From an optimization exercise on the open Yosys and OpenROAD flow, aimed at small area, a short achievable clock period and few clock cycles; shortcuts taken in it are not production practice. In this exercise RTL edits were held to simulation tests only and were not proved equivalent to the original.

==> flow/design.v (excerpt) <==
module SequentialMultiplier(clock, reset, multiplicand, multiplier, product, ready, start);
    parameter N = 32;
    input clock;
    input reset;
    input [N-1:0] multiplicand, multiplier;
    output [2*N-1:0] product;
    output ready;
    input start;
    logic busy;
    logic first;                         
    logic [2:0] count;                   
    logic [N-1:0] m_register;
    logic b0;                            
    logic [34:0] acc_s, acc_c;       
    logic [N-1:0] ph_register;           
    logic [N-1:0] pl_register;           
    logic [3:0] one, two, neg;      
    logic [7:0] pend_s, pend_c;          
    logic pend_n;                        
    logic [1:0] pend_ci;                 
    wire go = start & ~busy;
    wire accumulate = busy & ~count[2];
    wire resolve = busy & count[2];
    assign ready = ~busy;
    wire [8:0] bb = go ? {multiplier[8:1], 1'b0} : pl_register[15:7];
    wire [3:0] one_d, two_d, neg_d;
    genvar j;
    generate
        for (j = 0; j < 4; j = j + 1) begin : enc
            assign one_d[j] = bb[2*j+1] ^ bb[2*j];
            assign two_d[j] = (bb[2*j+2] & ~bb[2*j+1] & ~bb[2*j]) | (~bb[2*j+2] & bb[2*j+1] & bb[2*j]);
            assign neg_d[j] = bb[2*j+2] & ~(bb[2*j+1] & bb[2*j]);
        end
    endgenerate
    wire [34:0] sum_in = first ? {3'b0, m_register & {N{b0}}} : acc_s;
    wire [34:0] carry_in = first ? {1'b1, 34'b0} : acc_c;
    wire inj41 = ~(count[1] & count[0]);
    wire [N:0] m1 = {1'b0, m_register};
    wire [N:0] m2 = {m_register, 1'b0};
    wire [33:0] row0 = {~neg[0], ({33{one[0]}} & m1 | {33{two[0]}} & m2) ^ {33{neg[0]}}};
  ...
export LEC_CHECK = 0
export CAP_MARGIN = 20
export CORE_MARGIN = 2
export CORE_UTILIZATION = 40
export PLACE_DENSITY = 0.8
export SETUP_SLACK_MARGIN = 1.2
export SLEW_MARGIN = 20
export SYNTH_HIERARCHICAL = 1
create_clock -name core_clock -period 4.0 [get_ports {clock}]
standard.sh (not shown) runs the stock make flow with config.mk's settings and CLKGATE_MAP_FILE= SYNTH_SCRIPT=/design/flow/synth_recipe.tcl, a recipe that flattens the netlist after the stock synthesis.
==> flow/flow/run.sh <==
#!/bin/bash
# Standard layout (the standard.sh, unchanged synthesis and steps), with
# the port buffers made from sky130_fd_sc_hd__buf_1 instead of the flow's
# default pick. Every tool's output goes to standard.log here.
set -euo pipefail
export BUFFER_PORTS_ARGS="-buffer_cell sky130_fd_sc_hd__buf_1"
bash standard.sh > standard.log 2>&1
The baseline finished with timing, DRC and antenna clean.
Testbench counts at the start, summed over its fixed seeds: cycles 28,808.
Rerun with:
--- a/flow/config.mk
+++ b/flow/config.mk
@@ -9,5 +9,4 @@
 export CORE_MARGIN = 2
-export CORE_UTILIZATION = 40
-export PLACE_DENSITY = 0.8
-export SETUP_SLACK_MARGIN = 1.2
+export CORE_UTILIZATION = 60
+export SETUP_SLACK_MARGIN = 1.0
 export SLEW_MARGIN = 20
Effect: The changed run went through all stages and came out clean. Wire length decreases by a few percent. Worst setup slack gets worse by 0.17 ns. Via count is lower by a few percent. Cell area shrinks slightly. Synthesized cell count stays the same.
Rerun with:
--- a/flow/flow/run.sh
+++ b/flow/flow/run.sh
@@ -6,2 +6,3 @@
 export BUFFER_PORTS_ARGS="-buffer_cell sky130_fd_sc_hd__buf_1"
+export RECOVER_POWER=100
 bash standard.sh > standard.log 2>&1
--- a/flow/config.mk
+++ b/flow/config.mk
@@ -9,3 +9,3 @@
 export CORE_MARGIN = 2
-export CORE_UTILIZATION = 60
+export CORE_UTILIZATION = 40
 export SETUP_SLACK_MARGIN = 1.0
After rerunning: The new run produced a layout that fails on max-capacitance violations, max-slew violations; die area increases by 49%; first-iteration DRC count shrinks by 12%; non-clock buffer count falls by 1; synthesized cell count is unchanged; wire length increases by 1.6%.
Rerun with:
--- a/flow/flow/run.sh
+++ b/flow/flow/run.sh
@@ -6,3 +6,2 @@
 export BUFFER_PORTS_ARGS="-buffer_cell sky130_fd_sc_hd__buf_1"
-export RECOVER_POWER=100
 bash standard.sh > standard.log 2>&1
--- a/flow/config.mk
+++ b/flow/config.mk
@@ -10,2 +10,3 @@
 export CORE_UTILIZATION = 40
+export CTS_BUF_LIST = sky130_fd_sc_hd__clkbuf_8
 export SETUP_SLACK_MARGIN = 1.0
With this change the flow produced a clean layout.
Global-route usage barely changes.
Via count is about the same.
Non-clock buffer count is unchanged.
Routed wire length fell by 0.54%.
Setup slack gets better by 0.39 ns.
Utilization fell by 0.40 points.
Rerun with:
--- a/flow/config.mk
+++ b/flow/config.mk
@@ -10,4 +10,3 @@
 export CORE_UTILIZATION = 40
-export CTS_BUF_LIST = sky130_fd_sc_hd__clkbuf_8
-export SETUP_SLACK_MARGIN = 1.0
+export SETUP_SLACK_MARGIN = 1.2
 export SLEW_MARGIN = 20
Cell count rose by about 0.5%.
Flip-flop and latch count does not change.
Worst hold slack is better by 0.082 ns.
Global-route usage rose by 0.35 points.
Rerun with:
--- a/flow/config.mk
+++ b/flow/config.mk
@@ -10,3 +10,3 @@
 export CORE_UTILIZATION = 40
-export SETUP_SLACK_MARGIN = 1.2
+export SETUP_SLACK_MARGIN = 1.3
 export SLEW_MARGIN = 20
Result:
- The changed run went through all stages and came out clean
- cell count stays flat
- clock-buffer cell count rises by 2
- final area climbs by 0.53%
- synthesized area is unchanged
- global-route usage grows by 0.24 points
- register-to-register slack barely changes

afterwards: timing with drivers on the ports:
In the flow no input, the clock included, has a driving cell. The finished layouts below were timed again as built, in two steps. Step 1 (the two cells are an assumption about what drives the block):
set clk [get_ports {clock}]
set_driving_cell -lib_cell sky130_fd_sc_hd__clkbuf_16 $clk
set_driving_cell -lib_cell sky130_fd_sc_hd__buf_2 [delete_from_list [all_inputs] $clk]
Step 2 times the ports against the registers' clock, not the clock port: input delays grow and output delays shrink by t, the midpoint of the rising clock arrivals with the driver on. Three values: ideal ports, drivers, drivers and shift; two values: the first two.
run | t (ns) | setup slack, ns | worst setup path after step 2
the first run | 0.499 | 1.237 / 1.237 / 1.237 | register to register
the second run | 0.494 | 1.065 / 1.065 / 1.065 | register to register
the third run | 0.506 | 0.717 / 0.717 / 0.717 | register to register
the fourth run | 0.549 | 1.111 / 1.111 / 1.111 | register to register
the fifth run | 0.500 | 1.261 / 1.261 / 1.261 | register to register
the sixth run | 0.500 | 1.262 / 1.262 / 1.262 | register to register
